Background: an optimization exercise with open tools, aiming at small area, a short achievable clock period and few clock cycles per item. Do not read the settings as production practice. Where RTL was checked, it was by simulation tests only, not by an equivalence proof against the original. The RTL of runs 2 to 6 was laid out without a check of its function.

[design/flow/run.sh]
#!/bin/bash
# synth_recipe.tcl (not shown) runs the flow's synth.tcl, then flattens the netlist and writes it again
# the make line also repeats each setting of config.mk as NAME=value (left out here)
make -C /OpenROAD-flow-scripts/flow DESIGN_CONFIG=/design/flow/config.mk WORK_HOME=/design/flow/orfs CLKGATE_MAP_FILE= SYNTH_SCRIPT=/design/flow/synth_recipe.tcl finish
[design/flow/config.mk]
export PLATFORM = sky130hd
export DESIGN_NAME = loop_compact
export DESIGN_NICKNAME = loop_compact
export VERILOG_FILES = /design/flow/design.v
export SDC_FILE = /design/flow/constraint.sdc
export NUM_CORES = 4
export LEC_CHECK = 0
export CAP_MARGIN = 20
export CORE_MARGIN = 2
export CORE_UTILIZATION = 30
export SLEW_MARGIN = 20
[design/flow/constraint.sdc]
create_clock -name core_clock -period 16.0 [get_ports {clk}]
set_input_delay 3.2000 -clock core_clock [delete_from_list [all_inputs] [get_ports {clk}]]
set_output_delay 3.2000 -clock core_clock [all_outputs]
set_load 0.01 [all_outputs]
[design/flow/design.v]
module loop_compact(
    input           clk,
    input           rst_n,
    input           input_valid_i,
    input [63:0]    input_block_index_i,
    input [63:0]    din,
    output          input_ready_o,
    output          output_valid_o,
    output [255:0]  dout
    );
    localparam [255:0] SM3_IV    = 256'h7380166f4914b2b9172442d7da8a0600a96f30bc163138aae38dee4db0fb0e4e;
    localparam [31:0]  SM3_T0    = 32'h79cc4519;
    localparam [31:0]  SM3_T1_16 = 32'h9d8a7a87;    
    function [31:0] rotl;
        input [31:0] x;
        input integer n;
        begin
            rotl = (x << n) | (x >> (32 - n));
        end
    endfunction
    function [31:0] p0;
        input [31:0] x;
        begin
            p0 = x ^ rotl(x, 9) ^ rotl(x, 17);
        end
    endfunction
    function [31:0] p1;
        input [31:0] x;
        begin
            p1 = x ^ rotl(x, 15) ^ rotl(x, 23);
        end
    endfunction
    function [31:0] add;
        input [31:0] x;
        input [31:0] y;
        reg   [31:0] g, p, gn, pn;
        integer d, k;
        begin
            g = x & y;
            p = x ^ y;
            for (d = 1; d < 32; d = d * 2) begin
                gn = g;
                pn = p;
                for (k = d; k < 32; k = k + 1) begin
                    gn[k] = g[k] | (p[k] & g[k-d]);
                    pn[k] = p[k] & p[k-d];
                end
                g = gn;
                p = pn;
            end
            add = (x ^ y) ^ {g[30:0], 1'b0};
        end
    endfunction
    function [31:0] csa_s;
        input [31:0] x;
        input [31:0] y;
        input [31:0] z;
        begin
            csa_s = x ^ y ^ z;
        end
    endfunction
    function [31:0] csa_c;
        input [31:0] x;
        input [31:0] y;
        input [31:0] z;
        begin
            csa_c = {(x[30:0] & y[30:0]) | (x[30:0] & z[30:0]) | (y[30:0] & z[30:0]), 1'b0};
        end
    endfunction
    function [31:0] add3;
        input [31:0] x;
        input [31:0] y;
        input [31:0] z;
        begin
            add3 = add(csa_s(x, y, z), csa_c(x, y, z));
        end
    endfunction
    function [31:0] add4;
        input [31:0] x;
        input [31:0] y;
        input [31:0] u;
        input [31:0] z;
        begin
            add4 = add3(csa_s(x, y, u), csa_c(x, y, u), z);
        end
    endfunction
    reg        run;       
    reg  [5:0] cnt;       
    reg        fin;       
    reg        ovalid;
    reg        idx0;      
    reg        ffsel;     
    wire accept = input_valid_i & input_ready_o;
    wire last   = (cnt == 6'd33);
    assign input_ready_o  = ~run | last;
    assign output_valid_o = ovalid;
    always @(posedge clk or negedge rst_n) begin
        if (~rst_n) begin
            run    <= 1'b0;
            cnt    <= 6'd0;
            fin    <= 1'b0;
            ovalid <= 1'b0;
        end else begin
            fin    <= run & last;
            ovalid <= fin;
            if (accept) begin
                run <= 1'b1;
                cnt <= 6'd0;
            end else begin
                if (last) run <= 1'b0;
                cnt <= cnt + 6'd1;
            end
        end
    end
    reg  [31:0] w [0:15];
    wire [31:0] w16 = p1(w[0] ^ w[7] ^ rotl(w[13], 15)) ^ rotl(w[3], 7) ^ w[10];
    wire [31:0] w17 = p1(w[1] ^ w[8] ^ rotl(w[14], 15)) ^ rotl(w[4], 7) ^ w[11];
    wire        use_exp = run & (cnt >= 6'd7) & (cnt <= 6'd32);
    wire [31:0] in_hi = use_exp ? w16 : din[63:32];
    wire [31:0] in_lo = use_exp ? w17 : din[31:0];
    integer i;
    always @(posedge clk) begin
        for (i = 0; i < 14; i = i + 1) w[i] <= w[i+2];
        w[14] <= in_hi;
        w[15] <= in_lo;
    end
    reg  [31:0] A, B, C, D, E, F, G, H;
    reg  [31:0] V0, V1, V2, V3, V4, V5, V6, V7;
    reg  [31:0] T;        
    wire init = (cnt == 6'd1);    
    wire [255:0] start = idx0 ? SM3_IV : {V0, V1, V2, V3, V4, V5, V6, V7};
    wire [31:0] a12   = rotl(A, 12);
    wire [31:0] ss1a  = rotl(add3(E, T, a12), 7);
    wire [31:0] ss2a  = ss1a ^ a12;
    wire [31:0] ffa   = ffsel ? (A ^ B ^ C) : ((A & B) | (A & C) | (B & C));
    wire [31:0] gga   = ffsel ? (E ^ F ^ G) : ((E & F) | (~E & G));
    wire [31:0] tt1a  = add4(ffa, D, w[10] ^ w[14], ss2a);
    wire [31:0] tt2a  = add4(gga, H, w[10], ss1a);
    wire [31:0] A1 = tt1a, B1 = A, C1 = rotl(B, 9), D1 = C;
    wire [31:0] E1 = p0(tt2a), F1 = E, G1 = rotl(F, 19), H1 = G;
    wire [31:0] b12   = rotl(A1, 12);
    wire [31:0] ss1b  = rotl(add3(rotl(T, 1), b12, E1), 7);
    wire [31:0] ss2b  = ss1b ^ b12;
    wire [31:0] ffb   = ffsel ? (A1 ^ B1 ^ C1) : ((A1 & B1) | (A1 & C1) | (B1 & C1));
    wire [31:0] ggb   = ffsel ? (E1 ^ F1 ^ G1) : ((E1 & F1) | (~E1 & G1));
    wire [31:0] tt1b  = add4(D1, w[11] ^ w[15], ffb, ss2b);
    wire [31:0] tt2b  = add4(H1, w[11], ggb, ss1b);
    always @(posedge clk) begin
        if (accept) idx0 <= (input_block_index_i == 64'd0);
        if (init) begin
            {A, B, C, D, E, F, G, H} <= start;
            T     <= SM3_T0;
            ffsel <= 1'b1;
        end else begin
            A <= tt1b;
            B <= A1;
            C <= rotl(B1, 9);
            D <= C1;
            E <= p0(tt2b);
            F <= E1;
            G <= rotl(F1, 19);
            H <= G1;
            if (cnt == 6'd9) begin
                T     <= SM3_T1_16;
                ffsel <= 1'b0;
            end else begin
                T     <= rotl(T, 2);
            end
        end
        if (init & run)
            {V0, V1, V2, V3, V4, V5, V6, V7} <= start;
        else if (fin)
            {V0, V1, V2, V3, V4, V5, V6, V7} <= {V0 ^ A, V1 ^ B, V2 ^ C, V3 ^ D, V4 ^ E, V5 ^ F, V6 ^ G, V7 ^ H};
    end
    assign dout = {V0, V1, V2, V3, V4, V5, V6, V7};
endmodule
==> results of run 1 <==
## metrics by stage
step	hold slack, ps	instance area, um2	utilization
after CTS	292	72000	0.358
after global routing	299	72100	0.358
after global placement	310	68100	0.338
final	309	72200	0.358
after floorplan	310	60600	-
after detailed placement	312	68100	0.338
## logic make-up after synthesis
family | after synthesis | synth area share
flip-flops | 1067 | 0.395
AND/OR/NAND/NOR | 1250 | 0.0977
multiplexers | 66 | 0.0117
buffers and inverters | 922 | 0.0572
XOR/XNOR | 890 | 0.130
adder cells (fa/ha/maj) | 606 | 0.170
AO/OA/AOI/OAI | 1455 | 0.138
## cell type report
class / count / area share
Multi-Input combinational cell: 4267 / 0.464
Tap cell: 2672 / 0.0463
Clock buffer: 158 / 0.0448
Antenna cell: 5 / 0.000173
Sequential cell: 1067 / 0.332
Clock inverter: 56 / 0.00962
Inverter: 652 / 0.0339
Timing Repair Buffer: 519 / 0.0685
## layer usage
layer  vias up  part of all wire  global-route usage
li1      21500                 -                   -
met1     24200              0.41               0.348
met2      2355              0.44               0.419
met3       486             0.079              0.0526
met4        12             0.069               0.157
met5         -           0.00024                   0
## cells in the final DEF, fill, tap and decap left out, types with 14 or more instances in the layout
cell	n
a31oi_1	14
o211ai_1	50
nor2b_1	29
a211oi_1	19
nand2_1	689
xnor2_1	575
mux2i_1	27
and2_1	17
clkbuf_8	16
nor4_1	21
buf_4	125
nand3_1	82
edfxtp_1	257
xnor2_2	25
clkbuf_1	26
fa_1	374
o31ai_1	68
inv_1	651
nand2b_1	34
ha_1	189
nor3_1	49
dfxtp_1	800
o21ai_0	913
a21o_1	78
clkdlybuf4s50_1	388
nor2_1	98
xor2_1	278
clkinv_2	21
nand3b_1	160
o21a_1	33
a21oi_1	158
clkbuf_16	117
maj3_1	43
o21bai_1	31
mux2_2	39
## final timing paths
kind | from | end | cells after the start | slack (ps)
worst max register to register | E[1] | E[7] | 59 | 910
worst min-delay path | w[2][14] | w[0][14] | 0 | 310
worst min register to register | w[2][14] | w[0][14] | 0 | 310
max in group asynchronous | rst_n | cnt[2] | 1 | 13010
worst max-delay path | E[1] | E[7] | 59 | 910
min in group asynchronous | rst_n | cnt[5] | 1 | 2680
## worst max-delay path: cells and delay by family, from the launching register on
family	cells	cell delay (ps)
xor+xnor	6	1290
flops	1	440
fa+ha+maj	10	4100
compound gates	33	7700
simple gates	4	670
buf+inv	6	750
## repair_timing
action                                  in CTS  in global routing
endpoints found under the hold margin        0                  0
endpoints found under the setup margin       0                 19
setup buffers                                0                  0
gates resized for setup                      0                  9
==> metrics.cfg, run 1 <==
[yosys]
synth_fp_nets = 6950
synth.ff_latch_count = 1067
netlist_top_cells_count = o21ai_0, dfxtp_1, nand2_1, inv_1, xnor2_1
yosysMostFrequentCell = o21ai_0
yosysTopAreaCell = dfxtp_1
synth-seq-area-share = 0.395
avgSynthCellArea_um2 = 9.69
synth.area.top_cells = dfxtp_1, edfxtp_1, fa_1
async_reset_ff_frac = 0.00843
synth_cells = 6256
synth_ff_type = dfxtp_1
synth-edff-count = 257
synth_area_um2 = 60600
ys_types = 86
synth_top_area_frac = 0.264
yosys_warnings = 2

[setup_path]
path_class = flip-flop to flip-flop
cp_max_fo = 6
crit_path_max_incr_delay_ps = 580
cp-start-kind = flip-flop
end_kind = flip-flop
cp.required_ps = 16650
critPathSlowestCell = fa_1
arrival_ps = 15740

[layout]
fill_cells = 20400
final_cells = 9396
seq_area_um2 = 24000
final_layout_size_suffix_gt1_frac = 0.0631
largest_reg_flops = 512
multiInputGateArea_um2 = 33500
nets = 7315
area_growth_pct = 19.0
regMostFlops = w

[routing]
wirelength_mm = 285
wl_per_cell_um = 30.4
dr_total_vias = 48600
drtIter0Drc = 5669
remaining_drc_errors = 0
viasPerCell = 5.17
ant_nets = 0
firstDrtPassIters = 8

[global_routing]
antenna_found_initial = 23
grt_remaining_overflow = 0
grt_max_degree = 227
grt_pass1_wl_mm = 381
grt_pass1_vias = 45800
grt_usage = 0.270

[timing]
slew_viol_final = 0
setup-violations-final = 0
post-route-period-util = 0.943
fin_setup_tns_ps = 0
skew_ps = 98.3
hold_viol_final = 0
period_needed_ps = 15090
worst_pin_slew_ps = 1330
rsz0062_at_grt = false
fmax_mhz = 66.3
slew_headroom = 0.111
timing.final.ws_setup_ps = 913

[clock_network]
cts_root_buf = clkbuf_16
holdBufCountCts = 0
clock_latency_ps = 810
path_clk_slew_ps = 70
htree_levels = 3
cts_sinks = 1067
clk_path_buf_depth = 3
numCtsBuffers = 114
cts_tree = done

[floorplan]
io_pins = 389
num_rows = 165
fp.dieW_um = 454
die_h_um = 454
die-area_um2 = 206000
start_util = 0.301
coreArea_um2 = 201000

[status]
status = complete, no violations

[placed_design]
dp_slack_ps = 600
dp.cells = 9175
portBuffers = 388
gp_congestion = 1.04
dpl.hpwl_mm = 232

[hold_path]
hp-class = flip-flop to flip-flop

[job]
drv_cap = 0

Testbench counts, summed over its fixed seeds: cycles 13,080, items 384.
==> run 2, diff against run 1 <==
--- a/design/flow/design.v
+++ b/design/flow/design.v
@@ -41,9 +41,11 @@
             for (d = 1; d < 32; d = d * 2) begin
                 gn = g;
                 pn = p;
-                for (k = d; k < 32; k = k + 1) begin
-                    gn[k] = g[k] | (p[k] & g[k-d]);
-                    pn[k] = p[k] & p[k-d];
+                for (k = 0; k < 32; k = k + 1) begin
+                    if ((k / d) % 2 == 1) begin
+                        gn[k] = g[k] | (p[k] & g[(k/d)*d-1]);
+                        pn[k] = p[k] & p[(k/d)*d-1];
+                    end
                 end
                 g = gn;
                 p = pn;
--- a/design/flow/config.mk
+++ b/design/flow/config.mk
@@ -8,4 +8,5 @@
 export CAP_MARGIN = 20
 export CORE_MARGIN = 2
 export CORE_UTILIZATION = 30
+export SETUP_SLACK_MARGIN = 5
 export SLEW_MARGIN = 20
==> run 2 against run 1 <==
Effect of this change:
- die area fell by 3.3%
- fmax rose by 13%
- synthesized cell count fell by 4.8%
- sequential share of layout area fell by 0.30 points
- cell area rose by 1.3%
- largest cell class unchanged
- first-iteration DRC count rose by 0.60%
- non-clock buffer count rose by 103
- flip-flop and latch count did not move
==> metrics.cfg, run 2 <==
[clock_network]
cts_root_buf = clkbuf_16
cts_tree = done
path_clk_slew_ps = 70
clock_latency_ps = 820
clk_path_buf_depth = 3
numCtsBuffers = 114
cts_sinks = 1067
htree_levels = 3

[floorplan]
coreArea_um2 = 195000
die_h_um = 446
die-area_um2 = 199000
start_util = 0.301
fp.dieW_um = 446
num_rows = 162
io_pins = 389

[global_routing]
grt_max_degree = 172
antenna_found_initial = 19
grt_pass1_vias = 44300
grt_pass1_wl_mm = 373
grt_usage = 0.273
grt_remaining_overflow = 0

[setup_path]
cpMostUsedCell = o21a_1
critPathSlowestCell = fa_1
path_class = flip-flop to flip-flop
cp-start-kind = flip-flop
cp_max_fo = 7
end_kind = flip-flop
cp.required_ps = 16600
crit_path_max_incr_delay_ps = 600
arrival_ps = 13980

[timing]
fin_setup_tns_ps = 0
period_needed_ps = 13380
worst_pin_slew_ps = 1280
slew_viol_final = 0
fmax_mhz = 74.7
hold_viol_final = 0
rsz0062_at_grt = true
slew_headroom = 0.141
skew_ps = 93.8
setup-violations-final = 0
post-route-period-util = 0.836
timing.final.ws_setup_ps = 2620

[routing]
viasPerCell = 5.21
wl_per_cell_um = 30.7
firstDrtPassIters = 7
ant_nets = 0
wirelength_mm = 279
remaining_drc_errors = 0
drtIter0Drc = 5703
dr_total_vias = 47300

[yosys]
synth_top_area_frac = 0.273
synth.ff_latch_count = 1067
synth.area.top_cells = dfxtp_1, fa_1, edfxtp_1
synth_ff_type = dfxtp_1
avgSynthCellArea_um2 = 9.85
synth_fp_nets = 6669
async_reset_ff_frac = 0.00843
yosys_warnings = 2
yosysMostFrequentCell = o21ai_0
synth-seq-area-share = 0.409
synth-edff-count = 257
yosysTopAreaCell = dfxtp_1
ys_types = 69
synth_area_um2 = 58600
netlist_top_cells_count = o21ai_0, dfxtp_1, inv_1, nand2_1, xnor2_1
synth_cells = 5957

[layout]
post-route-util = 0.376
fill_cells = 19300
final_layout_size_suffix_gt1_frac = 0.124
largest_reg_flops = 512
seq_area_um2 = 24100
mostFrequentLayoutCells = o21ai_0, dfxtp_1, inv_1, nand2_1, xnor2_1
nets = 7140
design_area_um2 = 73100
area_growth_pct = 24.7
mostFrequentLayoutCell = o21ai_0
regMostFlops = w
multiInputGateArea_um2 = 33400

[placed_design]
dp_slack_ps = 1190
dpl.hpwl_mm = 226
gp_congestion = 1.02
placed_area_um2 = 66200
portBuffers = 388

[status]
status = complete, no violations

[hold_path]
hp-class = flip-flop to flip-flop

[job]
drv_cap = 0

==> run 2: final timing paths <==
kind                           start   endpoint  slack [ps]  cells after the start
max                            E[17]       E[3]        2620                     62
min                        w[12][23]  w[10][23]         310                      0
max reg2reg                    E[17]       E[3]        2620                     62
min reg2reg                w[12][23]  w[10][23]         310                      0
max in group asynchronous      rst_n        fin       12940                      1
min in group asynchronous      rst_n     cnt[3]        2750                      1
==> run 2: per-stage QoR <==
step	instances	hold WS [ps]
floorplan	5957	310
global placement	8731	309
detailed placement	8731	312
CTS	9024	308
global route	9071	323
finish	9074	306
==> run 2: per-layer routing <==
metal,vias to the layer above,share of wire,GRT usage,routed length (um)
met1,23800,0.42,0.371,117000
li1,20500,-,-,-
met4,6,0.057,0.129,15900
met3,474,0.082,0.0454,22700
met5,-,0.00014,0,40
met2,2461,0.44,0.423,123000
==> run 2: layout make-up <==
cell class | count | share of cell area
flip-flops and latches | 1067 | 0.329
repair buffers | 622 | 0.0799
multi-input cells | 3969 | 0.457
clock buffers | 157 | 0.0447
clock inverters | 60 | 0.0114
well taps | 2542 | 0.0435
inverters | 654 | 0.0339
diodes | 3 | 0.000103
==> run 2: critical path: cells and delay by family, from the launching register on <==
kind | cells | cell delay [ps]
compound gates | 29 | 6590
fa+ha+maj | 8 | 3010
simple gates | 11 | 1280
xor+xnor | 7 | 1270
buf+inv | 7 | 730
flops | 1 | 320
==> run 2: kinds of logic (layout without fill, tap and decap cells) <==
group,count (synthesis),after routing,synth area share
muxes,65,65,0.0119
other,0,3,0
and+or+nand+nor,1124,1124,0.0845
buffers and inverters,921,1493,0.0590
xor gates and xnor gates,877,877,0.132
AOI/OAI and AO/OA,1274,1274,0.122
adders and majority gates,629,629,0.182
DFF,1067,1067,0.409
==> run 2: repair_timing <==
action / CTS / global route
resized for setup: 248 / 111
buffers inserted: 76 / 47
hold buffers: 0 / 0
setup endpoints to repair: 64 / 64
pin swaps: 142 / 127
==> run 3, diff against run 2 <==
--- a/design/flow/config.mk
+++ b/design/flow/config.mk
@@ -5,6 +5,7 @@
 export SDC_FILE = /design/flow/constraint.sdc
 export NUM_CORES = 4
 export LEC_CHECK = 0
+export ABC_AREA = 1
 export CAP_MARGIN = 20
 export CORE_MARGIN = 2
 export CORE_UTILIZATION = 30
==> run 3 against run 2 <==
Effect of this change:
- flip-flop and latch count unchanged
- hold slack worse by 21 ps
- utilization up 0.59 points
- setup slack better by 1900 ps
- routed wire length fell by 1.6%
- via count down 2.3%
- critical path type unchanged
- largest cell class unchanged
- highest routed layer unchanged
==> metrics.cfg, run 3 <==
[hold_path]
min_to = w[4][17]
hold_depth = 0
worstHoldStart = w[6][17]
hp-class = flip-flop to flip-flop

[floorplan]
num_rows = 163
coreArea_um2 = 197000
io_pins = 389
fp.dieW_um = 449
die-area_um2 = 201000
start_util = 0.301
die_h_um = 449

[timing]
fin_setup_tns_ps = 0
slew_headroom = 0.148
timing.final.ws_setup_ps = 4480
slew_viol_final = 0
period_needed_ps = 11520
skew_ps = 112
fmax_mhz = 86.8
rsz0062_at_grt = true
hold_ws_ps = 285
worst_pin_slew_ps = 1280
hold_viol_final = 0
setup-violations-final = 0
post-route-period-util = 0.720

[yosys]
synth_top_area_frac = 0.270
synth_cells = 6307
yosysTopAreaCell = dfxtp_1
synth-edff-count = 257
synth_fp_nets = 7019
avgSynthCellArea_um2 = 9.41
synth-seq-area-share = 0.404
netlist_top_cells_count = nand2_1, inv_1, xor2_1, dfxtp_1, o21ai_0
synth.ff_latch_count = 1067
async_reset_ff_frac = 0.00843
synth_area_um2 = 59400
synth_ff_type = dfxtp_1
synth.area.top_cells = dfxtp_1, fa_1, edfxtp_1
yosys_warnings = 2
ys_types = 67
yosysMostFrequentCell = nand2_1

[layout]
post-route-util = 0.382
largest_reg_flops = 512
mostFrequentLayoutCell = nand2_1
regMostFlops = w
nets = 7601
final_layout_size_suffix_gt1_frac = 0.142
area_growth_pct = 26.7
seq_area_um2 = 24100
multiInputGateArea_um2 = 34000
fill_cells = 19800
mostFrequentLayoutCells = nand2_1, inv_1, xor2_1, dfxtp_1, o21ai_0

[setup_path]
crit_path_max_incr_delay_ps = 600
worstRegToRegCells = 72
ff2ff_setup_slack_ps = 4480
critPathSlowestCell = fa_2
r2r-start = E[8]
arrival_ps = 12200
cp-start-kind = flip-flop
cp.required_ps = 16680
path_class = flip-flop to flip-flop
end_kind = flip-flop
cpMostUsedCell = nand2_2
cp_max_fo = 3
r2r-end = A[31]

[clock_network]
numCtsBuffers = 116
clk_path_buf_depth = 3
cts_sinks = 1067
cts_root_buf = clkbuf_16
htree_levels = 3
path_clk_slew_ps = 70
clock_latency_ps = 850
cts_tree = done

[placed_design]
dpl.hpwl_mm = 221
portBuffers = 388
dp_slack_ps = 2150
gp_congestion = 1.04

[global_routing]
grt_usage = 0.266
antenna_found_initial = 6
grt_pass1_wl_mm = 369
grt_remaining_overflow = 0
grt_pass1_vias = 45200
grt_max_degree = 235

[routing]
wirelength_mm = 274
ant_nets = 0
met3_length_mm = 22.4
wl_per_cell_um = 28.4
remaining_drc_errors = 0
dr_wl_met2_mm = 122
dr_total_vias = 46200
highest_layer = met5
drtIter0Drc = 4874
firstDrtPassIters = 6
wl_met1_mm = 117
viasPerCell = 4.79

[status]
status = complete, no violations

[job]
drv_cap = 0

[run 3: cell types whose count changed in the layout (fill, tap and decap cells not counted), moves of 83 or more]
cell and change:
o21ai_0 -175, inv_1 +196, nand2_1 +369, nor2_1 +92
xor2_1 +520, xnor2_1 -312, nand2_2 +86, nand3_1 -83
[run 3: metrics by stage]
step                std cells  area [um2]
finish                   9636       75200
global route             9632       75200
CTS                      9574       73700
detailed placement       9228       66600
global placement         9228       66600
floorplan                6307       59400
[run 3: worst max path at each step]
stage                from  cells past startpoint  slack [ps]    end
finish               E[8]                     72        4480  A[31]
global route         T[4]                     85        4000  E[12]
CTS                  E[8]                     81        4410  A[30]
detailed placement   A[4]                     72        2150  E[26]
global placement     A[4]                     79        2070  A[29]
floorplan           A[28]                     77        5090  E[26]
[run 3: timing repair]
item	in CTS	in global routing
hold buffers	0	0
setup buffers	126	57
setup endpoints to repair	64	62
pin swaps	143	156
resized for setup	444	213
[run 3: cell families after synthesis]
| family | synth area share |
|---|---|
| xor+xnor | 0.161 |
| fa+ha+maj | 0.172 |
| mux | 0.00422 |
| compound gates | 0.0837 |
| buf+inv | 0.0678 |
| flops | 0.404 |
| simple gates | 0.107 |
[run 3: critical path, delay by kind of cell, from the launching register on]
kind / cells / cell delay, ps
adder cells (fa/ha/maj): 8 / 3100
AND/OR/NAND/NOR: 32 / 3090
AO/OA/AOI/OAI: 12 / 2150
buffers and inverters: 16 / 2060
XOR/XNOR: 4 / 650
flip-flops: 1 / 380
[run 3: cell type report]
class	instances	share of cell area
well taps	2640	0.0439
clock inverters	70	0.0131
multi-input cells	4172	0.453
flip-flops and latches	1067	0.321
diodes	5	0.000166
repair buffers	652	0.0827
clock buffers	150	0.0417
inverters	880	0.0448
[run 3: metal layers]
| metal | global-route usage | up-vias |
|---|---|---|
| met5 | 0 | - |
| met4 | 0.106 | 4 |
| met3 | 0.0610 | 395 |
| met2 | 0.411 | 2030 |
| met1 | 0.357 | 22900 |
| li1 | - | 20900 |
==> run 4, diff against run 3 <==
--- a/design/flow/config.mk
+++ b/design/flow/config.mk
@@ -5,9 +5,9 @@
 export SDC_FILE = /design/flow/constraint.sdc
 export NUM_CORES = 4
 export LEC_CHECK = 0
-export ABC_AREA = 1
 export CAP_MARGIN = 20
 export CORE_MARGIN = 2
 export CORE_UTILIZATION = 30
+export CTS_BUF_LIST = sky130_fd_sc_hd__clkbuf_4 sky130_fd_sc_hd__clkbuf_8
 export SETUP_SLACK_MARGIN = 5
 export SLEW_MARGIN = 20
==> run 4 against run 3 <==
Effect of this change:
- via count up 3.3%
- setup slack worse by 2000 ps
- register-to-register slack worse by 2000 ps
- highest routed layer unchanged
- cell count down 4.6%
- first-iteration DRC count up 14%
- still clean on timing, DRC and antenna
- utilization down 0.63 points
==> metrics.cfg, run 4 <==
[status]
status = complete, no violations

[routing]
wl_per_cell_um = 30.4
viasPerCell = 5.19
dr_total_vias = 47700
remaining_drc_errors = 0
wirelength_mm = 280
drtIter0Drc = 5571
firstDrtPassIters = 15
ant_nets = 0

[clock_network]
path_clk_slew_ps = 60
holdBufCountCts = 0
cts_root_buf = clkbuf_8
cts_sinks = 1067
numCtsBuffers = 184
clk_path_buf_depth = 3
clock_latency_ps = 1010
cts_tree = done
htree_levels = 4

[layout]
largest_reg_flops = 512
multiInputGateArea_um2 = 33400
design_area_um2 = 73000
final_cells = 9197
area_growth_pct = 24.5
final_layout_size_suffix_gt1_frac = 0.141
nets = 7206
regMostFlops = w
fill_cells = 19400
seq_area_um2 = 24100
mostFrequentLayoutCells = o21ai_0, dfxtp_1, inv_1, nand2_1, xnor2_1
mostFrequentLayoutCell = o21ai_0

[timing]
period_needed_ps = 13470
hold_viol_final = 0
timing.final.ws_setup_ps = 2530
slew_headroom = 0.114
rsz0062_at_grt = true
worst_pin_slew_ps = 1320
hold_ws_ps = 313
fin_setup_tns_ps = 0
setup-violations-final = 0
post-route-period-util = 0.842
slew_viol_final = 0
skew_ps = 94.7
fmax_mhz = 74.2

[yosys]
avgSynthCellArea_um2 = 9.85
yosysMostFrequentCell = o21ai_0
synth.ff_latch_count = 1067
yosys_warnings = 2
yosysTopAreaCell = dfxtp_1
synth-seq-area-share = 0.409
synth_cells = 5957
synth_fp_nets = 6669
synth_top_area_frac = 0.273
async_reset_ff_frac = 0.00843
ys_types = 69
synth-edff-count = 257
synth.area.top_cells = dfxtp_1, fa_1, edfxtp_1
synth_ff_type = dfxtp_1
netlist_top_cells_count = o21ai_0, dfxtp_1, inv_1, nand2_1, xnor2_1
synth_area_um2 = 58600

[global_routing]
grt_remaining_overflow = 0
grt_max_degree = 172
grt_busiest_layer = met2
antenna_found_initial = 22
grt_util_met1 = 0.366
grt_util_met3 = 0.0562
grt_pass1_vias = 45300
met2_usage = 0.423
grt_usage = 0.275
grt_pass1_wl_mm = 375

[placed_design]
dpl.hpwl_mm = 226
portBuffers = 388
placed_area_um2 = 66200
dp_slack_ps = 1190
gp_congestion = 1.02
dp.cells = 8731

[setup_path]
r2r-start = E[17]
arrival_ps = 14280
cp-start-kind = flip-flop
end_kind = flip-flop
crit_start = E[17]
critPathSlowestCell = fa_1
crit_path_max_incr_delay_ps = 590
cp_max_fo = 7
cp.required_ps = 16810
ff2ff_setup_slack_ps = 2530
path_class = flip-flop to flip-flop
r2r-end = A[22]
worstRegToRegCells = 62
cpMostUsedCell = o21a_1

[floorplan]
io_pins = 389
num_rows = 162
die_h_um = 446
fp.dieW_um = 446
die-area_um2 = 199000
start_util = 0.301
coreArea_um2 = 195000

[hold_path]
hp-class = flip-flop to flip-flop
min_to = w[3][19]
hold_depth = 0
worstHoldStart = w[5][19]

[job]
drv_cap = 0

run 4: changes by cell type after synthesis, sizes merged, moves of 41 or more:
| cell | delta |
|---|---|
| maj3 | +48 |
| nand2 | -490 |
| o211ai | +41 |
| a21oi | -50 |
| nor2 | -88 |
| nand3 | +52 |
| o21ai | +154 |
| xnor2 | +374 |
| xor2 | -571 |
| inv | -225 |
| clkbuf | +60 |
| o31ai | +64 |
run 4: metrics by stage:
step                utilization
detailed placement        0.340
global route              0.375
global placement          0.340
finish                    0.375
CTS                       0.371
floorplan                     -
run 4: worst max-delay path by stage:
stage	cells past startpoint	endpoint	slack, ps
after detailed placement	63	A[31]	1190
after global placement	58	E[3]	1120
final	62	A[22]	2530
after floorplan	63	A[31]	3670
after CTS	59	A[31]	2450
after global routing	60	E[1]	2170
run 4: logic make-up after synthesis:
logic type,count (synthesis),synth area share
adders and majority gates,629,0.182
muxes,65,0.0119
AOI/OAI and AO/OA,1274,0.122
xor gates and xnor gates,877,0.132
and+or+nand+nor,1124,0.0845
buffers and inverters,921,0.0590
DFF,1067,0.409
run 4: layout make-up:
class,count,area share
Tap cell,2542,0.0436
Antenna cell,8,0.000274
Clock buffer,280,0.0481
Inverter,654,0.0339
Sequential cell,1067,0.330
Timing Repair Buffer,618,0.0793
Clock inverter,59,0.00764
Multi-Input combinational cell,3969,0.457
run 4: metal layers:
metal  wire length, um  up-vias
li1                  -    20700
met1            115000    23900
met2            123000     2579
met3             25300      544
met4             16300        8
met5                50        -
run 4: what timing repair did:
action,in CTS,in global routing
pin swaps,131,125
gates resized for setup,242,98
endpoints found under the setup margin,64,64
setup buffers,76,43
run 4: worst max-delay path: cells and delay by family (launching register included):
kind	cells	cell delay, ps
buf+inv	9	940
xor+xnor	6	1350
fa+ha+maj	8	3020
simple gates	11	1100
flops	1	320
compound gates	28	6530
==> run 5, diff against run 4 <==
==> design/flow/flow/run.sh (new file) <==
#!/bin/bash
# Layout: the standard flow (standard.sh, unchanged synthesis), with
# buf_1 cells as the port buffers and timing repair aiming at 5 ns of slack.
set -euo pipefail
bash standard.sh "BUFFER_PORTS_ARGS=-buffer_cell sky130_fd_sc_hd__buf_1" SETUP_SLACK_MARGIN=5 finish > standard_flow.log 2>&1
==> design/flow/standard.sh (new file) <==
#!/bin/bash
# synth_recipe.tcl (not shown) runs the flow's synth.tcl, then flattens the netlist and writes it again
# the make line also repeats each setting of config.mk as NAME=value (left out here)
make -C /OpenROAD-flow-scripts/flow DESIGN_CONFIG=/design/flow/config.mk WORK_HOME=/design/flow/orfs CLKGATE_MAP_FILE= SYNTH_SCRIPT=/design/flow/synth_recipe.tcl "${@:-finish}"
--- a/design/flow/config.mk
+++ b/design/flow/config.mk
@@ -8,6 +8,4 @@
 export CAP_MARGIN = 20
 export CORE_MARGIN = 2
 export CORE_UTILIZATION = 30
-export CTS_BUF_LIST = sky130_fd_sc_hd__clkbuf_4 sky130_fd_sc_hd__clkbuf_8
-export SETUP_SLACK_MARGIN = 5
 export SLEW_MARGIN = 20
removed: design/flow/run.sh
==> run 5 against run 4 <==
Effect of this change:
- area after synthesis did not move
- cell area shrank 3.5%
- utilization decreased by 1.3 points
- largest cell class unchanged
==> metrics.cfg, run 5 <==
[hold_path]
hp-class = flip-flop to flip-flop

[timing]
fin_setup_tns_ps = 0
skew_ps = 81.6
fmax_mhz = 75.3
hold_viol_final = 0
setup-violations-final = 0
rsz0062_at_grt = true
period_needed_ps = 13290
worst_pin_slew_ps = 1320
slew_viol_final = 0
timing.final.ws_setup_ps = 2710
slew_headroom = 0.114
post-route-period-util = 0.830

[yosys]
synth-seq-area-share = 0.409
yosysTopAreaCell = dfxtp_1
synth_fp_nets = 6669
yosys_warnings = 2
yosysMostFrequentCell = o21ai_0
synth_top_area_frac = 0.273
avgSynthCellArea_um2 = 9.85
ys_types = 69
synth_cells = 5957
async_reset_ff_frac = 0.00843
synth.ff_latch_count = 1067
synth_ff_type = dfxtp_1
netlist_top_cells_count = o21ai_0, dfxtp_1, inv_1, nand2_1, xnor2_1
synth.area.top_cells = dfxtp_1, fa_1, edfxtp_1
synth_area_um2 = 58600
synth-edff-count = 257

[global_routing]
grt_util_met3 = 0.0546
grt_usage = 0.276
grt_pass1_wl_mm = 377
grt_util_met1 = 0.366
grt_remaining_overflow = 0
antenna_found_initial = 22
grt_busiest_layer = met2
grt_pass1_vias = 45200
met2_usage = 0.424
grt_max_degree = 160

[clock_network]
cts_tree = done
clock_latency_ps = 830
numCtsBuffers = 114
cts_sinks = 1067
cts_root_buf = clkbuf_16
htree_levels = 3
path_clk_slew_ps = 60
clk_path_buf_depth = 3

[setup_path]
cp-start-kind = flip-flop
cpMostUsedCell = o21a_1
end_kind = flip-flop
ff2ff_setup_slack_ps = 2710
cp.required_ps = 16600
critPathSlowestCell = fa_1
path_class = flip-flop to flip-flop
crit_path_max_incr_delay_ps = 570
cp_max_fo = 4
arrival_ps = 13890

[routing]
viasPerCell = 5.21
wl_per_cell_um = 31.0
remaining_drc_errors = 0
wirelength_mm = 280
dr_total_vias = 47100
drtIter0Drc = 5528
ant_nets = 0
firstDrtPassIters = 6

[floorplan]
start_util = 0.301
coreArea_um2 = 195000
io_pins = 389
num_rows = 162
die-area_um2 = 199000
die_h_um = 446
fp.dieW_um = 446

[layout]
multiInputGateArea_um2 = 33500
mostFrequentLayoutCell = o21ai_0
final_layout_size_suffix_gt1_frac = 0.120
area_growth_pct = 20.2
fill_cells = 19600
seq_area_um2 = 24100
regMostFlops = w
largest_reg_flops = 512
nets = 7113
final_cells = 9048
mostFrequentLayoutCells = o21ai_0, dfxtp_1, inv_1, nand2_1, xnor2_1
post-route-util = 0.362

[job]
drv_cap = 0

[placed_design]
gp_congestion = 1.02
portBuffers = 388
dpl.hpwl_mm = 228
dp.cells = 8727
dp_slack_ps = 1010

[status]
status = complete, no violations

-- run 5: cell counts after synthesis --
Identical to the previous run, type by type.
-- run 5: cells by family after synthesis --
logic type               Yosys count  synth area share
flip-flops                      1067             0.409
multiplexers                      65            0.0119
AND/OR/NAND/NOR                 1124            0.0845
buffers and inverters            921            0.0590
AO/OA/AOI/OAI                   1274             0.122
adder cells (fa/ha/maj)          629             0.182
XOR/XNOR                         877             0.132
-- run 5: path summary, 6_finish.rpt --
check / to / startpoint / depth (start not counted)
worst max-delay path: A[30] / A[3] / 58
worst min-delay path: w[0][14] / w[2][14] / 0
worst max register to register: A[30] / A[3] / 58
worst min register to register: w[0][14] / w[2][14] / 0
max in group asynchronous: cnt[4] / rst_n / 1
min in group asynchronous: ovalid / rst_n / 1
-- run 5: layout make-up --
type,count,area share
clock inverters,62,0.0108
repair buffers,595,0.0445
well taps,2542,0.0451
multi-input cells,3969,0.475
clock buffers,153,0.0471
inverters,654,0.0352
flip-flops and latches,1067,0.342
diodes,6,0.000213
-- run 5: worst max-delay path, delay by kind of cell (launching register included) --
kind | cells | cell delay, ps
simple gates | 3 | 360
compound gates | 37 | 7780
xor+xnor | 6 | 950
fa+ha+maj | 8 | 3180
flops | 1 | 380
buf+inv | 4 | 450
-- run 5: through the flow --
step                      hold WS [ps]  area [um2]
final                              282       70500
after global routing               282       70500
after CTS                          278       69600
after detailed placement           312       63700
after global placement             310       63700
after floorplan                    310       59100
-- run 5: routing by layer --
layer	share of wire	wire length [um]
met3	0.087	24400
met1	0.41	115000
met4	0.061	17000
met5	0.00030	85
met2	0.44	124000
-- run 5: timing repair --
action,CTS,global route
cloned,0,0
setup buffers,72,27
hold buffers,0,0
resized for setup,226,98
endpoints found under the setup margin,64,64
pin swaps,146,98
==> run 6, diff against run 5 <==
==> design/flow/flow/run.sh (replaced) <==
#!/bin/bash
# Layout: the standard flow (standard.sh, unchanged synthesis), with
# buf_1 cells as the port buffers and timing repair aiming at 8 ns of slack.
set -euo pipefail
bash standard.sh "BUFFER_PORTS_ARGS=-buffer_cell sky130_fd_sc_hd__buf_1" SETUP_SLACK_MARGIN=8 finish > standard_flow.log 2>&1
==> run 6 against run 5 <==
Effect of this change:
- cell count is 0.42% higher
- first-iteration DRC count increased by 1.8%
- flip-flop and latch count unchanged
- highest routed layer unchanged
- routed wire length is 0.21% higher
- clock-buffer cell count increased by 12
- critical path type unchanged
- cell area is 0.72% higher
- via count grew 0.80%
- still clean on timing, DRC and antenna
- register-to-register slack worse by 330 ps
- area after synthesis unchanged
- global-route usage fell by 0.14 points
==> metrics.cfg, run 6 <==
[status]
status = complete, no violations

[timing]
hold_ws_ps = 294
hold_viol_final = 0
slew_headroom = 0.108
setup-violations-final = 0
fin_setup_tns_ps = 0
timing.final.ws_setup_ps = 2380
rsz0062_at_grt = true
period_needed_ps = 13620
post-route-period-util = 0.851
worst_pin_slew_ps = 1330
skew_ps = 106
fmax_mhz = 73.4
slew_viol_final = 0

[clock_network]
holdBufCountCts = 0
cts_root_buf = clkbuf_16
path_clk_slew_ps = 70
clock_latency_ps = 800
cts_tree = done
htree_levels = 3
clk_path_buf_depth = 3
cts_sinks = 1067
numCtsBuffers = 117

[job]
drv_cap = 0

[global_routing]
grt_max_degree = 163
grt_pass1_wl_mm = 375
grt_usage = 0.274
grt_remaining_overflow = 0
antenna_found_initial = 21
grt_pass1_vias = 44700

[floorplan]
start_util = 0.301
io_pins = 389
die-area_um2 = 199000
coreArea_um2 = 195000
fp.dieW_um = 446
num_rows = 162
die_h_um = 446

[layout]
nets = 7144
fill_cells = 19600
final_layout_size_suffix_gt1_frac = 0.128
regMostFlops = w
mostFrequentLayoutCells = o21ai_0, dfxtp_1, nand2_1, inv_1, xnor2_1
area_growth_pct = 21.0
mostFrequentLayoutCell = o21ai_0
final_cells = 9086
largest_reg_flops = 512
post-route-util = 0.365

[setup_path]
critPathSlowestCell = fa_1
path_buf_inv = 4
arrival_ps = 14180
path_delay_family = compound AO/OA/AOI/OAI gates
cp.required_ps = 16560
cp_max_fo = 4
end_kind = flip-flop
worstRegToRegCells = 58
path_class = flip-flop to flip-flop
ff2ff_setup_slack_ps = 2380
crit_path_max_incr_delay_ps = 560
r2r-start = A[8]
cp-start-kind = flip-flop
r2r-end = E[8]

[yosys]
synth.area.top_cells = dfxtp_1, fa_1, edfxtp_1
synth-edff-count = 257
netlist_top_cells_count = o21ai_0, dfxtp_1, inv_1, nand2_1, xnor2_1
synth_fp_nets = 6669
synth-seq-area-share = 0.409
ys_types = 69
synth.ff_latch_count = 1067
async_reset_ff_frac = 0.00843
synth_ff_type = dfxtp_1
yosysTopAreaCell = dfxtp_1
synth_top_area_frac = 0.273
synth_area_um2 = 58600
synth_cells = 5957
yosysMostFrequentCell = o21ai_0
yosys_warnings = 2
avgSynthCellArea_um2 = 9.85

[routing]
ant_nets = 0
wirelength_mm = 281
drtIter0Drc = 5626
viasPerCell = 5.23
remaining_drc_errors = 0
dr_total_vias = 47500
wl_per_cell_um = 30.9
firstDrtPassIters = 6

[placed_design]
dpl.hpwl_mm = 227
dp.cells = 8727
gp_congestion = 1.04
portBuffers = 388
dp_slack_ps = 1160

[hold_path]
hold_depth = 0
hp-class = flip-flop to flip-flop
worstHoldStart = w[2][2]
min_to = w[0][2]

## run 6: cell type report
type                       count  area, um2  share of cell area
timing repair buffer         623       3360              0.0474
sequential                  1067      24100               0.340
clock inverter                58        930              0.0131
tap                         2542       3180              0.0448
inverter                     654       2480              0.0349
multi-input combinational   3969      33500               0.473
clock buffer                 165       3360              0.0474
antenna                        8       20.0            0.000282
## run 6: worst max-delay path by stage
stage,from,end,slack (ps),depth (start not counted)
floorplan,E[16],A[31],3670,63
finish,A[8],E[8],2380,58
global route,A[24],E[8],2150,59
global placement,A[28],E[8],1310,60
CTS,A[1],A[31],2540,60
detailed placement,E[11],E[8],1160,53
## run 6: what timing repair did
item                                    4_1_cts  5_1_grt
endpoints found under the hold margin         0        0
pin swaps                                   144      127
buffers inserted                             84       44
resized for setup                           261      113
endpoints found under the setup margin       79       65
## run 6: routing by layer
layer  routed length (um)  track usage
met1               119000        0.375
met5                   40            0
met3                23900       0.0487
met4                16800        0.140
met2               122000        0.414
## run 6: stage by stage
step | instance area, um2
global route | 71000
CTS | 70000
detailed placement | 63700
global placement | 63700
floorplan | 59200
finish | 71000
## run 6: worst register-to-register path: cells and delay by family, from the launching register on
family          cells  cell delay (ps)
buf+inv             4              620
fa+ha+maj           8             3300
compound gates     31             6210
flops               1              390
simple gates        8             1290
xor+xnor            7             1540
## run 6: cell families (layout without fill, tap and decap cells)
kind of cell             Yosys count  count (layout)  synth area share
AO/OA/AOI/OAI                   1274            1274             0.122
other                              0               8                 0
buffers and inverters            921            1500            0.0590
XOR/XNOR                         877             877             0.132
multiplexers                      65              65            0.0119
AND/OR/NAND/NOR                 1124            1124            0.0845
flip-flops                      1067            1067             0.409
adder cells (fa/ha/maj)          629             629             0.182
==> run 7, diff against run 6 <==
--- a/design/flow/design.v
+++ b/design/flow/design.v
@@ -169,10 +169,10 @@
                 T     <= rotl(T, 2);
             end
         end
-        if (init & run)
-            {V0, V1, V2, V3, V4, V5, V6, V7} <= start;
-        else if (fin)
+        if (fin)
             {V0, V1, V2, V3, V4, V5, V6, V7} <= {V0 ^ A, V1 ^ B, V2 ^ C, V3 ^ D, V4 ^ E, V5 ^ F, V6 ^ G, V7 ^ H};
+        else if (init & run & idx0)
+            {V0, V1, V2, V3, V4, V5, V6, V7} <= SM3_IV;
     end
     assign dout = {V0, V1, V2, V3, V4, V5, V6, V7};
 endmodule
==> design/flow/run.sh (new file) <==
#!/bin/bash
# synth_recipe.tcl (not shown) runs the flow's synth.tcl, then flattens the netlist and writes it again
# the make line also repeats each setting of config.mk as NAME=value (left out here)
make -C /OpenROAD-flow-scripts/flow DESIGN_CONFIG=/design/flow/config.mk WORK_HOME=/design/flow/orfs CLKGATE_MAP_FILE= SYNTH_SCRIPT=/design/flow/synth_recipe.tcl finish
--- a/design/flow/config.mk
+++ b/design/flow/config.mk
@@ -5,7 +5,9 @@
 export SDC_FILE = /design/flow/constraint.sdc
 export NUM_CORES = 4
 export LEC_CHECK = 0
+export ABC_AREA = 1
 export CAP_MARGIN = 20
 export CORE_MARGIN = 2
-export CORE_UTILIZATION = 30
+export CORE_UTILIZATION = 45
+export SETUP_SLACK_MARGIN = 5
 export SLEW_MARGIN = 20
removed: design/flow/flow/run.sh
removed: design/flow/standard.sh
==> run 7 against run 6 <==
Effect of this change:
- global-route usage rose by 11 points
- non-clock buffer count is 51 lower
- cell area shrank 0.57%
- utilization rose by 20 points
- clock-buffer cell count down 19
==> metrics.cfg, run 7 <==
[status]
status = complete, no violations

[setup_path]
arrival_ps = 12120
cp-start-kind = flip-flop
path_buf_inv = 8
path_delay_family = adder cells
critPathSlowestCell = xor2_1
path_class = flip-flop to flip-flop
crit_path_max_incr_delay_ps = 750
end_kind = flip-flop
cp.required_ps = 16690
cp_max_fo = 4

[layout]
post-route-util = 0.561
design_area_um2 = 70600
mostFrequentLayoutCells = inv_1, dfxtp_1, nand2_1, xor2_1, o21ai_0
area_growth_pct = 23.6
mostFrequentLayoutCell = inv_1
fill_cells = 11200
final_layout_size_suffix_gt1_frac = 0.127
regMostFlops = w
nets = 7181
largest_reg_flops = 512

[yosys]
synth-seq-area-share = 0.420
synth_fp_nets = 6620
synth_area_um2 = 57100
synth-edff-count = 257
yosysMostFrequentCell = inv_1
netlist_top_cells_count = inv_1, dfxtp_1, nand2_1, xor2_1, o21ai_0
yosys_warnings = 2
synth_cells = 5908
synth_top_area_frac = 0.281
yosysTopAreaCell = dfxtp_1
avgSynthCellArea_um2 = 9.66
synth_ff_type = dfxtp_1
synth.area.top_cells = dfxtp_1, fa_1, edfxtp_1
synth.ff_latch_count = 1067
ys_types = 62
async_reset_ff_frac = 0.00843

[routing]
wl_per_cell_um = 30.9
drtIter0Drc = 5151
ant_nets = 0
viasPerCell = 5.42
remaining_drc_errors = 0
firstDrtPassIters = 6
wirelength_mm = 254
dr_total_vias = 44600

[global_routing]
grt_pass1_wl_mm = 341
grt_remaining_overflow = 0
grt_usage = 0.385
grt_max_degree = 136
grt_pass1_vias = 42300
grt_util_met1 = 0.525
antenna_found_initial = 13
grt_util_met3 = 0.0713
met2_usage = 0.552
grt_busiest_layer = met2

[clock_network]
cts_root_buf = clkbuf_16
holdBufCountCts = 0
cts_sinks = 1067
htree_levels = 3
numCtsBuffers = 112
clk_path_buf_depth = 3
path_clk_slew_ps = 70
cts_tree = done
clock_latency_ps = 770

[timing]
worst_pin_slew_ps = 1300
setup-violations-final = 0
skew_ps = 64.7
rsz0062_at_grt = true
hold_viol_final = 0
post-route-period-util = 0.714
fin_setup_tns_ps = 0
slew_headroom = 0.130
slew_viol_final = 0
fmax_mhz = 87.5
period_needed_ps = 11430

[job]
drv_cap = 0

[floorplan]
die-area_um2 = 130000
num_rows = 130
io_pins = 389
fp.dieW_um = 360
die_h_um = 360
coreArea_um2 = 126000
start_util = 0.454

[placed_design]
gp_congestion = 1.06
placed_area_um2 = 63100
portBuffers = 388
dpl.hpwl_mm = 206

[hold_path]
hp-class = flip-flop to flip-flop

[run 7: cell count changes in the layout (fill, tap and decap cells not counted), moves of 76 or more]
cell             before  now
inv_1               627  922
a21oi_1             108  301
xor2_1              260  542
buf_1               388    0
o21ai_0             808  423
nand2_1             630  706
nand3_1             189  111
clkdlybuf4s50_1       0  388
xnor2_1             496  266
nor2_1               80  288
[run 7: metal layers]
metal | vias to the layer above | wire length [um]
met4 | 6 | 21100
li1 | 19600 | -
met2 | 2423 | 105000
met5 | - | 44
met1 | 22000 | 105000
met3 | 514 | 22500
[run 7: kinds of logic (layout without fill, tap and decap cells)]
logic type / Yosys count / count (layout) / share of synthesized area
XOR/XNOR: 922 / 922 / 0.143
AO/OA/AOI/OAI: 889 / 889 / 0.0843
adder cells (fa/ha/maj): 581 / 581 / 0.179
multiplexers: 25 / 25 / 0.00438
AND/OR/NAND/NOR: 1340 / 1340 / 0.0969
flip-flops: 1067 / 1067 / 0.420
other: 0 / 6 / 0
buffers and inverters: 1084 / 1743 / 0.0718
[run 7: layout make-up]
cell class	instances	area, um2	share of cell area
clock buffer	146	3180	0.0450
multi-input combinational	3757	31300	0.444
antenna	6	15.0	0.000213
sequential	1067	24100	0.341
clock inverter	66	866	0.0123
tap	1650	2060	0.0293
timing repair buffer	572	5390	0.0764
inverter	959	3650	0.0518
[run 7: timing repair]
item | CTS | global route
gates cloned | 0 | 1
hold endpoints to repair | 0 | 0
pin swaps | 101 | 111
gates resized for setup | 313 | 173
setup endpoints to repair | 63 | 60
setup buffers | 90 | 37
[run 7: through the flow]
step / hold slack (ps) / cells / setup slack, ps
3_3_place_gp: 309 / 7875 / 2780
2_1_floorplan: 310 / 5908 / 5180
6_report: 313 / 8223 / 4570
5_1_grt: 320 / 8217 / 4320
4_1_cts: 319 / 8178 / 4870
3_5_place_dp: 312 / 7876 / 2670
[run 7: worst register-to-register path, delay by kind of cell, from the launching register on]
| kind | cells | cell delay, ps |
|---|---|---|
| XOR/XNOR | 6 | 2270 |
| adder cells (fa/ha/maj) | 7 | 3080 |
| AND/OR/NAND/NOR | 15 | 2680 |
| buffers and inverters | 8 | 930 |
| AO/OA/AOI/OAI | 9 | 1730 |
| flip-flops | 1 | 680 |
[run 7: final timing paths]
check | slack, ps | cells past startpoint | startpoint | end
setup / recovery | 4570 | 45 | E[18] | E[8]
hold / removal | 310 | 0 | w[5][3] | w[3][3]
setup reg to reg | 4570 | 45 | E[18] | E[8]
hold reg to reg | 310 | 0 | w[5][3] | w[3][3]
max in group asynchronous | 12950 | 1 | rst_n | cnt[4]
min in group asynchronous | 2740 | 1 | rst_n | ovalid
Testbench counts of run 7, summed over its fixed seeds: cycles 13,080, items 384.
==> run 8, diff against run 7 <==
--- a/design/flow/config.mk
+++ b/design/flow/config.mk
@@ -8,6 +8,8 @@
 export ABC_AREA = 1
 export CAP_MARGIN = 20
 export CORE_MARGIN = 2
-export CORE_UTILIZATION = 45
+export CORE_UTILIZATION = 30
+export CTS_CLUSTER_DIAMETER = 100
+export CTS_CLUSTER_SIZE = 22
 export SETUP_SLACK_MARGIN = 5
 export SLEW_MARGIN = 20
==> run 8 against run 7 <==
Effect of this change:
- global-route usage is 12 points lower
- via count decreased by 1.0%
- cell count up 9.3%
- sequential share of layout area is 0.25 points higher
- critical path type unchanged
- critical endpoint is now E[2]
==> metrics.cfg, run 8 <==
[status]
status = complete, no violations

[yosys]
synth_area_um2 = 57100
synth_top_area_frac = 0.281
async_reset_ff_frac = 0.00843
yosysMostFrequentCell = inv_1
synth-edff-count = 257
yosysTopAreaCell = dfxtp_1
synth.area.top_cells = dfxtp_1, fa_1, edfxtp_1
synth_ff_type = dfxtp_1
synth.ff_latch_count = 1067
synthMuxAreaShare = 0.00438
netlist_top_cells_count = inv_1, dfxtp_1, nand2_1, xor2_1, o21ai_0
ys_types = 62
yosys_warnings = 2
synth-xor-area-share = 0.143
synthAdderAreaFrac = 0.179
synth_top_family_by_area = adder cells
synthSimpleGateAreaFrac = 0.0969
avgSynthCellArea_um2 = 9.66
synth_cells = 5908
synth_fp_nets = 6620
synth-seq-area-share = 0.420
synth_compound_area_frac = 0.0843

[timing]
fin_setup_tns_ps = 0
post-route-period-util = 0.708
rsz0062_at_grt = true
period_needed_ps = 11340
hold_ws_ps = 313
timing.final.ws_setup_ps = 4660
worst_pin_slew_ps = 1180
fmax_mhz = 88.2
hold_viol_final = 0
slew_viol_final = 0
setup-violations-final = 0
skew_ps = 42.2
slew_headroom = 0.208

[job]
drv_cap = 0

[layout]
regMostFlops = w
final_cells = 8984
largest_reg_flops = 512
mostFrequentLayoutCells = inv_1, dfxtp_1, nand2_1, xor2_1, o21ai_0
mostFrequentLayoutCell = inv_1
multiInputGateArea_um2 = 31800
final_layout_size_suffix_gt1_frac = 0.126
seq_area_um2 = 24100
nets = 7140
area_growth_pct = 22.8
fill_cells = 19100

[global_routing]
grt_usage = 0.263
antenna_found_initial = 15
grt_remaining_overflow = 0
grt_pass1_vias = 42300
grt_max_degree = 108
grt_pass1_wl_mm = 349

[clock_network]
numCtsBuffers = 60
cts_sinks = 1067
clock_latency_ps = 750
clk_path_buf_depth = 3
htree_levels = 2
cts_tree = done
cts_root_buf = clkbuf_16
holdBufCountCts = 0
path_clk_slew_ps = 100

[routing]
dr_total_vias = 44100
drtIter0Drc = 4635
viasPerCell = 4.91
ant_nets = 0
remaining_drc_errors = 0
wirelength_mm = 262
firstDrtPassIters = 6
wl_per_cell_um = 29.2

[setup_path]
cpMostUsedCell = nand2_2
arrival_ps = 11970
crit_start = E[4]
critPathSlowestCell = fa_2
r2r-start = E[4]
cp.required_ps = 16640
cp_max_fo = 5
ff2ff_setup_slack_ps = 4660
worstRegToRegCells = 58
cp-start-kind = flip-flop
r2r-end = E[2]
end_kind = flip-flop
endpoint = E[2]
crit_path_max_incr_delay_ps = 640
path_class = flip-flop to flip-flop

[placed_design]
portBuffers = 388
dp_slack_ps = 2610
gp_congestion = 1.04
dpl.hpwl_mm = 215
dp.cells = 8733

[floorplan]
num_rows = 160
coreArea_um2 = 190000
die_h_um = 440
start_util = 0.301
fp.dieW_um = 440
die-area_um2 = 194000
io_pins = 389

[hold_path]
hp-class = flip-flop to flip-flop

==> run 8: cell counts after synthesis <==
Identical to the previous run, type by type.
==> run 8: final cells by class <==
cell class | instances | share of cell area
repair buffers | 583 | 0.0790
diodes | 9 | 0.000321
flip-flops and latches | 1067 | 0.343
clock buffers | 80 | 0.0228
clock inverters | 18 | 0.00348
multi-input cells | 3757 | 0.454
well taps | 2511 | 0.0448
inverters | 959 | 0.0521
==> run 8: logic make-up (layout without fill, tap and decap cells) <==
kind of cell / after synthesis / after routing
DFF: 1067 / 1067
buffers and inverters: 1084 / 1640
adders and majority gates: 581 / 581
muxes: 25 / 25
other: 0 / 9
xor gates and xnor gates: 922 / 922
AOI/OAI and AO/OA: 889 / 889
and+or+nand+nor: 1340 / 1340
==> run 8: per-stage QoR <==
stage	area, um2	util
after floorplan	57100	-
after global placement	64100	0.338
after detailed placement	64100	0.338
after CTS	68800	0.363
after global routing	70100	0.370
final	70100	0.370
==> run 8: critical path, delay by kind of cell, from the launching register on <==
family | cells | cell delay, ps
buffers and inverters | 6 | 720
XOR/XNOR | 6 | 1970
adder cells (fa/ha/maj) | 9 | 3660
flip-flops | 1 | 370
AO/OA/AOI/OAI | 11 | 2220
AND/OR/NAND/NOR | 26 | 2260
==> run 8: repair_timing <==
| item | 4_1_cts | 5_1_grt |
|---|---|---|
| endpoints found under the setup margin | 63 | 58 |
| pin swaps | 125 | 145 |
| hold endpoints to repair | 0 | 0 |
| buffers inserted | 113 | 31 |
| gates resized for setup | 408 | 226 |
==> run 8: routing by layer <==
layer | vias up | part of all wire | GRT usage
met1 | 22000 | 0.40 | 0.336
met4 | 10 | 0.076 | 0.165
met3 | 477 | 0.076 | 0.0417
met2 | 2092 | 0.45 | 0.416
li1 | 19500 | - | -
met5 | - | 0.00027 | 0
==> run 8: worst min path at each step <==
stage               startpoint   endpoint  slack (ps)  cells after the start
floorplan              w[2][0]    w[0][0]         310                      0
global route          w[9][16]   w[7][16]         330                      0
CTS                   w[2][17]   w[0][17]         330                      0
finish                w[2][17]   w[0][17]         310                      0
detailed placement    w[6][19]   w[4][19]         310                      0
global placement     w[12][10]  w[10][10]         310                      0
==> run 9, diff against run 8 <==
--- a/design/flow/config.mk
+++ b/design/flow/config.mk
@@ -9,7 +9,5 @@
 export CAP_MARGIN = 20
 export CORE_MARGIN = 2
 export CORE_UTILIZATION = 30
-export CTS_CLUSTER_DIAMETER = 100
-export CTS_CLUSTER_SIZE = 22
 export SETUP_SLACK_MARGIN = 5
 export SLEW_MARGIN = 20
==> run 9 against run 8 <==
Effect of this change:
- utilization grew 1.2 points
- highest routed layer unchanged
- clock skew rose by 74 ps
- flip-flop and latch count did not move
- setup slack lost 76 ps
- area after synthesis unchanged
- first-iteration DRC count is 2.4% lower
- via count rose by 1.4%
- cell count grew 1.5%
- cell area is 3.2% higher
==> metrics.cfg, run 9 <==
[global_routing]
antenna_found_initial = 16
grt_usage = 0.265
grt_pass1_vias = 42800
grt_max_degree = 108
grt_remaining_overflow = 0
grt_pass1_wl_mm = 350

[setup_path]
worstRegToRegCells = 60
ff2ff_setup_slack_ps = 4590
cp.required_ps = 16670
r2r-start = E[4]
critPathSlowestCell = fa_2
arrival_ps = 12080
crit_path_max_incr_delay_ps = 630
r2r-end = E[2]
cp_max_fo = 5
end_kind = flip-flop
path_class = flip-flop to flip-flop
cp-start-kind = flip-flop

[yosys]
avgSynthCellArea_um2 = 9.66
netlist_top_cells_count = inv_1, dfxtp_1, nand2_1, xor2_1, o21ai_0
synth_fp_nets = 6620
synth_area_um2 = 57100
synth.area.top_cells = dfxtp_1, fa_1, edfxtp_1
synth_ff_type = dfxtp_1
synth-seq-area-share = 0.420
ys_types = 62
yosysTopAreaCell = dfxtp_1
synth.ff_latch_count = 1067
async_reset_ff_frac = 0.00843
yosys_warnings = 2
yosysMostFrequentCell = inv_1
synth_cells = 5908
synth-edff-count = 257
synth_top_area_frac = 0.281

[timing]
skew_ps = 116
rsz0062_at_grt = true
worst_pin_slew_ps = 1170
fmax_mhz = 87.6
slew_viol_final = 0
post-route-period-util = 0.713
period_needed_ps = 11410
hold_viol_final = 0
slew_headroom = 0.218
setup-violations-final = 0
hold_ws_ps = 302
fin_setup_tns_ps = 0

[floorplan]
die-area_um2 = 194000
io_pins = 389
start_util = 0.301
fp.dieW_um = 440
num_rows = 160
die_h_um = 440
coreArea_um2 = 190000

[hold_path]
hold_depth = 0
hp-class = flip-flop to flip-flop
min_to = w[4][27]
worstHoldStart = w[6][27]

[routing]
drtIter0Drc = 4522
viasPerCell = 4.90
wl_per_cell_um = 29.0
wirelength_mm = 264
remaining_drc_errors = 0
firstDrtPassIters = 8
dr_total_vias = 44700
ant_nets = 0

[placed_design]
gp_congestion = 1.04
dpl.hpwl_mm = 215
portBuffers = 388

[clock_network]
clk_path_buf_depth = 3
cts_tree = done
clock_latency_ps = 820
path_clk_slew_ps = 70
numCtsBuffers = 110
cts_root_buf = clkbuf_16
holdBufCountCts = 0
htree_levels = 3
cts_sinks = 1067

[layout]
regMostFlops = w
mostFrequentLayoutCells = inv_1, dfxtp_1, nand2_1, xor2_1, o21ai_0
largest_reg_flops = 512
final_layout_size_suffix_gt1_frac = 0.138
mostFrequentLayoutCell = inv_1
area_growth_pct = 26.7
nets = 7209

[status]
status = complete, no violations

[job]
drv_cap = 0

-- run 9: cell counts after synthesis --
Identical to the previous run, type by type.
-- run 9: worst max-delay path by stage --
stage | depth (start not counted) | endpoint | startpoint | slack (ps)
detailed placement | 79 | E[2] | A[28] | 2610
CTS | 74 | E[2] | E[16] | 4810
global placement | 77 | E[2] | A[22] | 2690
finish | 60 | E[2] | E[4] | 4590
global route | 61 | E[5] | E[20] | 4290
floorplan | 78 | E[17] | A[24] | 5180
-- run 9: worst max-delay path: cells and delay by family, from the launching register on --
family,cells,cell delay (ps)
flops,1,350
fa+ha+maj,9,3560
buf+inv,6,710
simple gates,27,2400
xor+xnor,6,1900
compound gates,12,2310
-- run 9: per-stage QoR --
| stage | area [um2] | utilization | instances | setup slack, ps |
|---|---|---|---|---|
| floorplan | 57100 | - | 5908 | 5180 |
| global route | 72300 | 0.381 | 9108 | 4290 |
| global placement | 64100 | 0.338 | 8733 | 2690 |
| finish | 72300 | 0.381 | 9117 | 4590 |
| detailed placement | 64100 | 0.338 | 8733 | 2610 |
| CTS | 70800 | 0.373 | 9055 | 4810 |
-- run 9: cells by family after synthesis --
kind of cell | after synthesis | synth area share
AOI/OAI and AO/OA | 889 | 0.0843
xor gates and xnor gates | 922 | 0.143
adders and majority gates | 581 | 0.179
buffers and inverters | 1084 | 0.0718
DFF | 1067 | 0.420
muxes | 25 | 0.00438
and+or+nand+nor | 1340 | 0.0969
-- run 9: final cells by class --
type,count,area [um2]
Fill cell,18900,117000
Multi-Input combinational cell,3757,31800
Sequential cell,1067,24000
Timing Repair Buffer,602,5670
Inverter,959,3640
Clock buffer,154,3200
Tap cell,2511,3140
Clock inverter,56,793
Antenna cell,11,27.5
-- run 9: layer usage --
layer | global-route usage | routed length (um)
met4 | 0.162 | 19600
met5 | 0 | 13
met3 | 0.0422 | 19400
met2 | 0.421 | 119000
met1 | 0.338 | 106000
-- run 9: timing repair --
item | CTS | global route
gates resized for setup | 358 | 232
hold endpoints to repair | 0 | 0
setup endpoints to repair | 63 | 59
buffers inserted | 112 | 51
pin swaps | 120 | 120

[port drivers added, routing unchanged]
How much do the figures lean on ideal ports? The routed layouts below were timed once more, with nothing changed but the port constraints. Step 1 assumes that a clkbuf_16 drives the clock port and a buf_2 every other input. Step 2 also shifts input and output timing later by t, the mid clock arrival at the registers, as if the neighbouring blocks saw the same clock. Slacks: ideal / step 1 / step 2; pairs: ideal / step 1.
run	t, ns	setup slack, ns	cell pins on the clock port's net
run 1	0.848	0.913 / 0.913 / 0.913	1
run 2	0.867	2.621 / 2.621 / 2.621	1
run 3	0.890	4.479 / 4.479 / 4.479	1
run 4	1.052	2.528 / 2.528 / 2.528	1
run 5	0.875	2.715 / 2.715 / 2.715	1
run 6	0.838	2.381 / 2.381 / 2.381	1
run 7	0.818	4.571 / 4.571 / 4.571	1
run 8	0.820	4.665 / 4.665 / 4.665	1
run 9	0.848	4.589 / 4.589 / 4.589	1
After both steps setup and hold are still met in every run listed.
